Source: an optimization exercise on an open RTL-to-GDS flow (aim: small area, a short achievable clock period and few clock cycles). Production flows keep margins and buffers that such runs may drop. RTL that was checked went through simulation tests only; none was proved equivalent to the original. Power and IR drop assume default switching activity.

the baseline:
==> flow/design.v <==
module adder(
    input clk,
    input reset,
    input [31:0] a,
    input [31:0] b,
    input available,
    input [4:0] exception_f,
    output [31:0] sum,
    output done
    );
    wire [7:0] ae = a[30:23];
    wire [7:0] be = b[30:23];
    wire [7:0] ep = ~(ae ^ be);
    wire [7:0] eg = ae & ~be;
    wire eg0 = eg[1] | (ep[1] & eg[0]);
    wire ep0 = ep[1] & ep[0];
    wire eg1 = eg[2] | (ep[2] & eg[1]);
    wire ep1 = ep[2] & ep[1];
    wire eg2 = eg[3] | (ep[3] & eg[2]);
    wire ep2 = ep[3] & ep[2];
    wire eg3 = eg[4] | (ep[4] & eg[3]);
    wire ep3 = ep[4] & ep[3];
    wire eg4 = eg[5] | (ep[5] & eg[4]);
    wire ep4 = ep[5] & ep[4];
    wire eg5 = eg[6] | (ep[6] & eg[5]);
    wire ep5 = ep[6] & ep[5];
    wire eg6 = eg[7] | (ep[7] & eg[6]);
    wire ep6 = ep[7] & ep[6];
    wire eg7 = eg1 | (ep1 & eg[0]);
    wire ep7 = ep1 & ep[0];
    wire eg8 = eg2 | (ep2 & eg0);
    wire ep8 = ep2 & ep0;
    wire eg9 = eg3 | (ep3 & eg1);
    wire ep9 = ep3 & ep1;
    wire eg10 = eg4 | (ep4 & eg2);
    wire ep10 = ep4 & ep2;
    wire eg11 = eg5 | (ep5 & eg3);
    wire ep11 = ep5 & ep3;
    wire eg12 = eg6 | (ep6 & eg4);
    wire ep12 = ep6 & ep4;
    wire eg13 = eg9 | (ep9 & eg[0]);
    wire ep13 = ep9 & ep[0];
    wire eg14 = eg10 | (ep10 & eg0);
    wire ep14 = ep10 & ep0;
    wire eg15 = eg11 | (ep11 & eg7);
    wire ep15 = ep11 & ep7;
    wire eg16 = eg12 | (ep12 & eg8);
    wire ep16 = ep12 & ep8;
    wire co = eg16;
    wire [7:0] d;
    assign d[0] = ~ep[0];
    assign d[1] = co ? (ep[1] ^ (eg[0] | ep[0])) : ~(ep[1] ^ eg[0]);
    assign d[2] = co ? (ep[2] ^ (eg0 | ep0)) : ~(ep[2] ^ eg0);
    assign d[3] = co ? (ep[3] ^ (eg7 | ep7)) : ~(ep[3] ^ eg7);
    assign d[4] = co ? (ep[4] ^ (eg8 | ep8)) : ~(ep[4] ^ eg8);
    assign d[5] = co ? (ep[5] ^ (eg13 | ep13)) : ~(ep[5] ^ eg13);
    assign d[6] = co ? (ep[6] ^ (eg14 | ep14)) : ~(ep[6] ^ eg14);
    assign d[7] = co ? (ep[7] ^ (eg15 | ep15)) : ~(ep[7] ^ eg15);
    wire swap = ~co;
    wire [22:0] ma = swap ? b[22:0] : a[22:0];
    wire [22:0] mb = swap ? a[22:0] : b[22:0];
    wire big = (|d[7:5]) | (d[4] & d[3]) | (d[4] & d[2] & d[1] & d[0]);
    wire [23:0] sh = big ? 24'd0 : ({1'b1, mb} >> d[4:0]);
    reg swap_r;
    reg [23:0] sh_r;    
    reg [22:0] ma_r;
    always @(posedge clk) begin
       swap_r <= swap;
       ma_r <= ma;
       sh_r <= sh;
    end
    wire [22:0] p = ma_r ^ sh_r[22:0];
    wire [22:0] g = ma_r & sh_r[22:0];
    wire [7:0] ea = swap_r ? be : ae;
    wire z = sh_r[23];
    wire mg17 = g[1] | (p[1] & g[0]);
    wire mg18 = g[2] | (p[2] & g[1]);
    wire mp18 = p[2] & p[1];
    wire mg19 = g[3] | (p[3] & g[2]);
    wire mp19 = p[3] & p[2];
    wire mg20 = g[4] | (p[4] & g[3]);
    wire mp20 = p[4] & p[3];
    wire mg21 = g[5] | (p[5] & g[4]);
    wire mp21 = p[5] & p[4];
    wire mg22 = g[6] | (p[6] & g[5]);
    wire mp22 = p[6] & p[5];
    wire mg23 = g[7] | (p[7] & g[6]);
    wire mp23 = p[7] & p[6];
    wire mg24 = g[8] | (p[8] & g[7]);
    wire mp24 = p[8] & p[7];
    wire mg25 = g[9] | (p[9] & g[8]);
    wire mp25 = p[9] & p[8];
    wire mg26 = g[10] | (p[10] & g[9]);
    wire mp26 = p[10] & p[9];
    wire mg27 = g[11] | (p[11] & g[10]);
    wire mp27 = p[11] & p[10];
    wire mg28 = g[12] | (p[12] & g[11]);
    wire mp28 = p[12] & p[11];
    wire mg29 = g[13] | (p[13] & g[12]);
    wire mp29 = p[13] & p[12];
    wire mg30 = g[14] | (p[14] & g[13]);
    wire mp30 = p[14] & p[13];
    wire mg31 = g[15] | (p[15] & g[14]);
    wire mp31 = p[15] & p[14];
    wire mg32 = g[16] | (p[16] & g[15]);
    wire mp32 = p[16] & p[15];
    wire mg33 = g[17] | (p[17] & g[16]);
    wire mp33 = p[17] & p[16];
    wire mg34 = g[18] | (p[18] & g[17]);
    wire mp34 = p[18] & p[17];
    wire mg35 = g[19] | (p[19] & g[18]);
    wire mp35 = p[19] & p[18];
    wire mg36 = g[20] | (p[20] & g[19]);
    wire mp36 = p[20] & p[19];
    wire mg37 = g[21] | (p[21] & g[20]);
    wire mp37 = p[21] & p[20];
    wire mg38 = g[22] | (p[22] & g[21]);
    wire mp38 = p[22] & p[21];
    wire mg39 = mg18 | (mp18 & g[0]);
    wire mg40 = mg19 | (mp19 & mg17);
    wire mg41 = mg20 | (mp20 & mg18);
    wire mp41 = mp20 & mp18;
    wire mg42 = mg21 | (mp21 & mg19);
    wire mp42 = mp21 & mp19;
    wire mg43 = mg22 | (mp22 & mg20);
    wire mp43 = mp22 & mp20;
    wire mg44 = mg23 | (mp23 & mg21);
    wire mp44 = mp23 & mp21;
    wire mg45 = mg24 | (mp24 & mg22);
    wire mp45 = mp24 & mp22;
    wire mg46 = mg25 | (mp25 & mg23);
    wire mp46 = mp25 & mp23;
    wire mg47 = mg26 | (mp26 & mg24);
    wire mp47 = mp26 & mp24;
    wire mg48 = mg27 | (mp27 & mg25);
    wire mp48 = mp27 & mp25;
    wire mg49 = mg28 | (mp28 & mg26);
    wire mp49 = mp28 & mp26;
    wire mg50 = mg29 | (mp29 & mg27);
    wire mp50 = mp29 & mp27;
    wire mg51 = mg30 | (mp30 & mg28);
    wire mp51 = mp30 & mp28;
    wire mg52 = mg31 | (mp31 & mg29);
    wire mp52 = mp31 & mp29;
    wire mg53 = mg32 | (mp32 & mg30);
    wire mp53 = mp32 & mp30;
    wire mg54 = mg33 | (mp33 & mg31);
    wire mp54 = mp33 & mp31;
    wire mg55 = mg34 | (mp34 & mg32);
    wire mp55 = mp34 & mp32;
    wire mg56 = mg35 | (mp35 & mg33);
    wire mp56 = mp35 & mp33;
    wire mg57 = mg36 | (mp36 & mg34);
    wire mp57 = mp36 & mp34;
    wire mg58 = mg37 | (mp37 & mg35);
    wire mp58 = mp37 & mp35;
    wire mg59 = mg38 | (mp38 & mg36);
    wire mp59 = mp38 & mp36;
    wire mg60 = mg41 | (mp41 & g[0]);
    wire mg61 = mg42 | (mp42 & mg17);
    wire mg62 = mg43 | (mp43 & mg39);
    wire mg63 = mg44 | (mp44 & mg40);
    wire mg64 = mg45 | (mp45 & mg41);
    wire mp64 = mp45 & mp41;
    wire mg65 = mg46 | (mp46 & mg42);
    wire mp65 = mp46 & mp42;
    wire mg66 = mg47 | (mp47 & mg43);
    wire mp66 = mp47 & mp43;
    wire mg67 = mg48 | (mp48 & mg44);
    wire mp67 = mp48 & mp44;
    wire mg68 = mg49 | (mp49 & mg45);
    wire mp68 = mp49 & mp45;
    wire mg69 = mg50 | (mp50 & mg46);
    wire mp69 = mp50 & mp46;
    wire mg70 = mg51 | (mp51 & mg47);
    wire mp70 = mp51 & mp47;
    wire mg71 = mg52 | (mp52 & mg48);
    wire mp71 = mp52 & mp48;
    wire mg72 = mg53 | (mp53 & mg49);
    wire mp72 = mp53 & mp49;
    wire mg73 = mg54 | (mp54 & mg50);
    wire mp73 = mp54 & mp50;
    wire mg74 = mg55 | (mp55 & mg51);
    wire mp74 = mp55 & mp51;
    wire mg75 = mg56 | (mp56 & mg52);
    wire mp75 = mp56 & mp52;
    wire mg76 = mg57 | (mp57 & mg53);
    wire mp76 = mp57 & mp53;
    wire mg77 = mg58 | (mp58 & mg54);
    wire mp77 = mp58 & mp54;
    wire mg78 = mg59 | (mp59 & mg55);
    wire mp78 = mp59 & mp55;
    wire mg79 = mg64 | (mp64 & g[0]);
    wire mg80 = mg65 | (mp65 & mg17);
    wire mg81 = mg66 | (mp66 & mg39);
    wire mg82 = mg67 | (mp67 & mg40);
    wire mg83 = mg68 | (mp68 & mg60);
    wire mg84 = mg69 | (mp69 & mg61);
    wire mg85 = mg70 | (mp70 & mg62);
    wire mg86 = mg71 | (mp71 & mg63);
    wire mg87 = mg72 | (mp72 & mg64);
    wire mp87 = mp72 & mp64;
    wire mg88 = mg73 | (mp73 & mg65);
    wire mp88 = mp73 & mp65;
    wire mg89 = mg74 | (mp74 & mg66);
    wire mp89 = mp74 & mp66;
    wire mg90 = mg75 | (mp75 & mg67);
    wire mp90 = mp75 & mp67;
    wire mg91 = mg76 | (mp76 & mg68);
    wire mp91 = mp76 & mp68;
    wire mg92 = mg77 | (mp77 & mg69);
    wire mp92 = mp77 & mp69;
    wire mg93 = mg78 | (mp78 & mg70);
    wire mp93 = mp78 & mp70;
    wire mg94 = mg87 | (mp87 & g[0]);
    wire mg95 = mg88 | (mp88 & mg17);
    wire mg96 = mg89 | (mp89 & mg39);
    wire mg97 = mg90 | (mp90 & mg40);
    wire mg98 = mg91 | (mp91 & mg60);
    wire mg99 = mg92 | (mp92 & mg61);
    wire mg100 = mg93 | (mp93 & mg62);
    wire [23:0] t;
    assign t[0] = p[0];
    assign t[1] = p[1] ^ g[0];
    assign t[2] = p[2] ^ mg17;
    assign t[3] = p[3] ^ mg39;
    assign t[4] = p[4] ^ mg40;
    assign t[5] = p[5] ^ mg60;
    assign t[6] = p[6] ^ mg61;
    assign t[7] = p[7] ^ mg62;
    assign t[8] = p[8] ^ mg63;
    assign t[9] = p[9] ^ mg79;
    assign t[10] = p[10] ^ mg80;
    assign t[11] = p[11] ^ mg81;
    assign t[12] = p[12] ^ mg82;
    assign t[13] = p[13] ^ mg83;
    assign t[14] = p[14] ^ mg84;
    assign t[15] = p[15] ^ mg85;
    assign t[16] = p[16] ^ mg86;
    assign t[17] = p[17] ^ mg94;
    assign t[18] = p[18] ^ mg95;
    assign t[19] = p[19] ^ mg96;
    assign t[20] = p[20] ^ mg97;
    assign t[21] = p[21] ^ mg98;
    assign t[22] = p[22] ^ mg99;
    assign t[23] = mg100;
    wire c = t[23];
    wire norm = z | c;
    assign sum = norm ? {a[31], ea + 8'd1, z & c, t[22:1]} : {a[31], ea, t[22:0]};
    reg done_reg;
    always @(posedge clk or posedge reset) begin
       if (reset) done_reg <= 1'b0;
       else done_reg <= available;
    end
    assign done = done_reg;
endmodule
==> flow/config.mk <==
export PLATFORM = sky130hd
export DESIGN_NAME = adder
export DESIGN_NICKNAME = adder
export VERILOG_FILES = /design/flow/design.v
export SDC_FILE = /design/flow/constraint.sdc
export NUM_CORES = 4
export LEC_CHECK = 0
export CAP_MARGIN = 20
export CORE_MARGIN = 2
export CORE_UTILIZATION = 40
export SLEW_MARGIN = 20
==> flow/constraint.sdc <==
create_clock -name core_clock -period 4.0 [get_ports {clk}]
set_input_delay 0.8000 -clock core_clock [delete_from_list [all_inputs] [get_ports {clk}]]
set_output_delay 0.8000 -clock core_clock [all_outputs]
set_load 0.01 [all_outputs]
standard.sh (not shown) runs the stock make flow with config.mk's settings and CLKGATE_MAP_FILE= SYNTH_SCRIPT=/design/flow/synth_recipe.tcl, a recipe that flattens the netlist after the stock synthesis.
==> flow/flow/run.sh <==
#!/bin/bash
# Standard layout, with the I/O port buffers made from a plain buffer cell
# instead of the delay cell the resizer picks by default.
export BUFFER_PORTS_ARGS="-buffer_cell sky130_fd_sc_hd__buf_1"
bash standard.sh > standard.log 2>&1
The baseline went all the way through synthesis, placement and routing and the layout is clean on timing, DRC and antenna.
Testbench counts of the baseline, summed over its fixed seeds: cycles 6,392.
Changes in the candidate relative to the baseline:
--- a/flow/design.v
+++ b/flow/design.v
@@ -60,20 +60,20 @@
     wire [22:0] ma = swap ? b[22:0] : a[22:0];
     wire [22:0] mb = swap ? a[22:0] : b[22:0];
     wire big = (|d[7:5]) | (d[4] & d[3]) | (d[4] & d[2] & d[1] & d[0]);
     wire [23:0] sh = big ? 24'd0 : ({1'b1, mb} >> d[4:0]);
     reg swap_r;
     reg [23:0] sh_r;    
-    reg [22:0] ma_r;
+    reg [22:0] p;
+    reg [22:0] g;
     always @(posedge clk) begin
        swap_r <= swap;
-       ma_r <= ma;
-       sh_r <= sh;
+       p <= ma ^ sh[22:0];
+       g <= ma & sh[22:0];
+       sh_r[23] <= sh[23];
     end
-    wire [22:0] p = ma_r ^ sh_r[22:0];
-    wire [22:0] g = ma_r & sh_r[22:0];
     wire [7:0] ea = swap_r ? be : ae;
     wire z = sh_r[23];
     wire mg17 = g[1] | (p[1] & g[0]);
     wire mg18 = g[2] | (p[2] & g[1]);
     wire mp18 = p[2] & p[1];
     wire mg19 = g[3] | (p[3] & g[2]);
Notes after the runs:
- The candidate has area share of xor/xnor cells in the synthesized design above what the baseline had.
- Going from the baseline to the candidate, the sequential share of layout area was found to have gone down by 0.50 points.
- The candidate against the baseline: met1 global-route usage went up by 0.47 points; non-clock buffering overhead in the final layout went up; sequential cell power went up by about 11%.
- The baseline → the candidate: clock network power share now sits higher; average cell area after synthesis climbed 0.66 um^2; global-route usage now larger; die area stayed essentially flat.
Function not checked in the candidate: the RTL went through the layout flow alone.


## before
Starts from the design.v that is shown in full above.
Settings: LEC_CHECK=0, ABC_AREA=1, CAP_MARGIN=20, CORE_MARGIN=2, CORE_UTILIZATION=40, CTS_BUF_LIST=sky130_fd_sc_hd__clkbuf_4 sky130_fd_sc_hd__clkbuf_8, SLEW_MARGIN=20; clock period 4.0 ns.
Scripts as last shown in full above: flow/flow/run.sh
Testbench counts of before, summed over its fixed seeds: cycles 6,392.
[inputs] after vs before
diff --git a/flow/design.v b/flow/design.v
--- a/flow/design.v
+++ b/flow/design.v
@@ -62,16 +62,16 @@
     wire big = (|d[7:5]) | (d[4] & d[3]) | (d[4] & d[2] & d[1] & d[0]);
     wire [23:0] sh = big ? 24'd0 : ({1'b1, mb} >> d[4:0]);
     reg swap_r;
     reg [23:0] sh_r;    
-    reg [22:0] ma_r;
+    reg [22:0] p;
+    reg [22:0] g;
     always @(posedge clk) begin
        swap_r <= swap;
-       ma_r <= ma;
-       sh_r <= sh;
+       p <= ma ^ sh[22:0];
+       g <= ma & sh[22:0];
+       sh_r[23] <= sh[23];
     end
-    wire [22:0] p = ma_r ^ sh_r[22:0];
-    wire [22:0] g = ma_r & sh_r[22:0];
     wire [7:0] ea = swap_r ? be : ae;
     wire z = sh_r[23];
     wire mg17 = g[1] | (p[1] & g[0]);
     wire mg18 = g[2] | (p[2] & g[1]);
==> run notes <==
Per the final summary, before finished and its layout is clean on timing, DRC and antenna. after finished every step from synthesis to the final layout, and the layout passed the timing, DRC and antenna checks. Measured against after, the area of all placed cells without fillers of before comes out at 0.950 times the reference value. Total met2 wirelength after detailed routing of after exceeds that of before by a few percent. after — path length in cells of the critical path 6 higher, before as reference. Changes observed in after relative to before: proportion of synthesized chip area in sequential cells shows a reduction of 1.0 points, net switching power of the design fell 5.8%, sequential share of layout area down 0.86 points, worst setup slack after layout saw an increase. The final critical-path share of the clock period number comes out lower for after vs before. before and after ended up with nearly the same core utilization. Power share of the combinational group ends up lower on after.
No functional check of the RTL was part of after.


yarrow:
Another version of the RTL of adder (not shown whole).
For scale: roughly 870 cells after synthesis, about 49 flip-flops, ~110 I/O pins.
==> flow/config.mk <==
export PLATFORM = sky130hd
export DESIGN_NAME = adder
export DESIGN_NICKNAME = adder
export VERILOG_FILES = /design/flow/design.v
export SDC_FILE = /design/flow/constraint.sdc
export NUM_CORES = 4
export LEC_CHECK = 0
export ABC_AREA = 1
export CAP_MARGIN = 20
export CORE_MARGIN = 2
export CORE_UTILIZATION = 40
export CTS_BUF_LIST = sky130_fd_sc_hd__clkbuf_4 sky130_fd_sc_hd__clkbuf_8
export SLEW_MARGIN = 20
==> flow/constraint.sdc <==
create_clock -name core_clock -period 4.0 [get_ports {clk}]
set_input_delay 0.8000 -clock core_clock [delete_from_list [all_inputs] [get_ports {clk}]]
set_output_delay 0.8000 -clock core_clock [all_outputs]
set_load 0.01 [all_outputs]
Scripts as last shown in full above: flow/flow/run.sh
diff inputs: yarrow => xenon
-- flow/design.v --
<<< yarrow, line 13
    wire [7:0] ep = ~(ae ^ be);
    wire [7:0] eg = ae & ~be;
    wire eg0 = eg[1] | ((ep[1] & ae[0]) & ~be[0]);
    wire ep0 = ep[1] & ep[0];
    wire eg1 = eg[2] | ((ep[2] & ae[1]) & ~be[1]);
    wire ep1 = ep[2] & ep[1];
    wire eg2 = eg[3] | ((ep[3] & ae[2]) & ~be[2]);
    wire ep2 = ep[3] & ep[2];
    wire eg3 = eg[4] | ((ep[4] & ae[3]) & ~be[3]);
    wire ep3 = ep[4] & ep[3];
    wire eg4 = eg[5] | ((ep[5] & ae[4]) & ~be[4]);
    wire ep4 = ep[5] & ep[4];
    wire eg5 = eg[6] | ((ep[6] & ae[5]) & ~be[5]);
    wire ep5 = ep[6] & ep[5];
    wire eg6 = eg[7] | ((ep[7] & ae[6]) & ~be[6]);
    wire ep6 = ep[7] & ep[6];
    wire eg7 = eg1 | ((ep1 & ae[0]) & ~be[0]);
    wire ep7 = ep1 & ep[0];
    wire eg8 = eg2 | (ep2 & eg0);
>>> xenon, line 13
    wire [7:0] ep = ~(ae ^ be);
    wire [7:0] eg = ae & ~be;
    wire eg0 = eg[1] | (ep[1] & eg[0]);
    wire ep0 = ep[1] & ep[0];
    wire eg1 = eg[2] | (ep[2] & eg[1]);
    wire ep1 = ep[2] & ep[1];
    wire eg2 = eg[3] | (ep[3] & eg[2]);
    wire ep2 = ep[3] & ep[2];
    wire eg3 = eg[4] | (ep[4] & eg[3]);
    wire ep3 = ep[4] & ep[3];
    wire eg4 = eg[5] | (ep[5] & eg[4]);
    wire ep4 = ep[5] & ep[4];
    wire eg5 = eg[6] | (ep[6] & eg[5]);
    wire ep5 = ep[6] & ep[5];
    wire eg6 = eg[7] | (ep[7] & eg[6]);
    wire ep6 = ep[7] & ep[6];
    wire eg7 = eg1 | (ep1 & eg[0]);
    wire ep7 = ep1 & ep[0];
    wire eg8 = eg2 | (ep2 & eg0);
<<< yarrow, line 39
    wire eg12 = eg6 | (ep6 & eg4);
    wire ep12 = ep6 & ep4;
    wire eg13 = eg9 | ((ep9 & ae[0]) & ~be[0]);
    wire ep13 = ep9 & ep[0];
    wire eg14 = eg10 | (ep10 & eg0);
>>> xenon, line 39
    wire eg12 = eg6 | (ep6 & eg4);
    wire ep12 = ep6 & ep4;
    wire eg13 = eg9 | (ep9 & eg[0]);
    wire ep13 = ep9 & ep[0];
    wire eg14 = eg10 | (ep10 & eg0);
<<< yarrow, line 64
    reg swap_r;
    reg [23:0] sh_r;    
    reg [22:0] p;
    reg [22:0] g;
    always @(posedge clk) begin
       swap_r <= swap;
       p <= ma ^ sh[22:0];
       g <= ma & sh[22:0];
       sh_r[23] <= sh[23];
    end
    wire [7:0] ea = swap_r ? be : ae;
    wire z = sh_r[23];
>>> xenon, line 64
    reg swap_r;
    reg [23:0] sh_r;    
    reg [22:0] ma_r;
    always @(posedge clk) begin
       swap_r <= swap;
       ma_r <= ma;
       sh_r <= sh;
    end
    wire [22:0] p = ma_r ^ sh_r[22:0];
    wire [22:0] g = ma_r & sh_r[22:0];
    wire [7:0] ea = swap_r ? be : ae;
    wire z = sh_r[23];
==> comparison <==
As of xenon, post-synthesis net count had fallen slightly compared to yarrow. Diff xenon..yarrow | flip-flop and latch count | unchanged. Looking at xenon and yarrow, the via count normalized by instance count is a wash. The maximum clock frequency of xenon is lower than that of yarrow. Relative to yarrow, clock power share decreased by 1.0 points in xenon.
No functional check of the RTL was part of any run of this note.

[re-timing with driven ports]
In the flow no input, the clock included, has a driving cell. The finished layouts below were timed again as built, in two steps. Step 1 sets driving cells, clkbuf_16 on the clock port and buf_2 on the other inputs (assumed; they add their load-dependent delay and slew). Step 2 also shifts input and output timing later by t, the mid clock arrival at the registers, as if the neighbouring blocks saw the same clock. Three values: ideal ports, drivers, drivers and shift; two values: the first two.
| run | shift t [ns] | setup slack, ns | worst hold slack (ns) | cell pins on the clock port's net |
|---|---|---|---|---|
| the baseline | 0.316 | 0.142 / 0.106 / 0.016 | 0.312 / 0.298 / 0.613 | 1 |
| the candidate | 0.321 | 0.241 / 0.202 / -0.051 | 0.317 / 0.299 / 0.619 | 1 |
| before | 0.312 | 0.362 / 0.335 / 0.208 | 0.302 / 0.297 / 0.609 | 1 |
| after | 0.316 | 0.512 / 0.519 / 0.204 | 0.302 / 0.293 / 0.609 | 1 |
| yarrow | 0.323 | 0.396 / 0.366 / 0.085 | 0.295 / 0.285 / 0.607 | 1 |
| xenon | 0.317 | 0.272 / 0.245 / 0.239 | 0.287 / 0.279 / 0.596 | 1 |
With both steps, setup timing fails in the candidate, where it was met with ideal ports. For yarrow, which loses most, drivers alone change the setup slack by -0.030 ns; drivers and shift together by -0.311 ns.
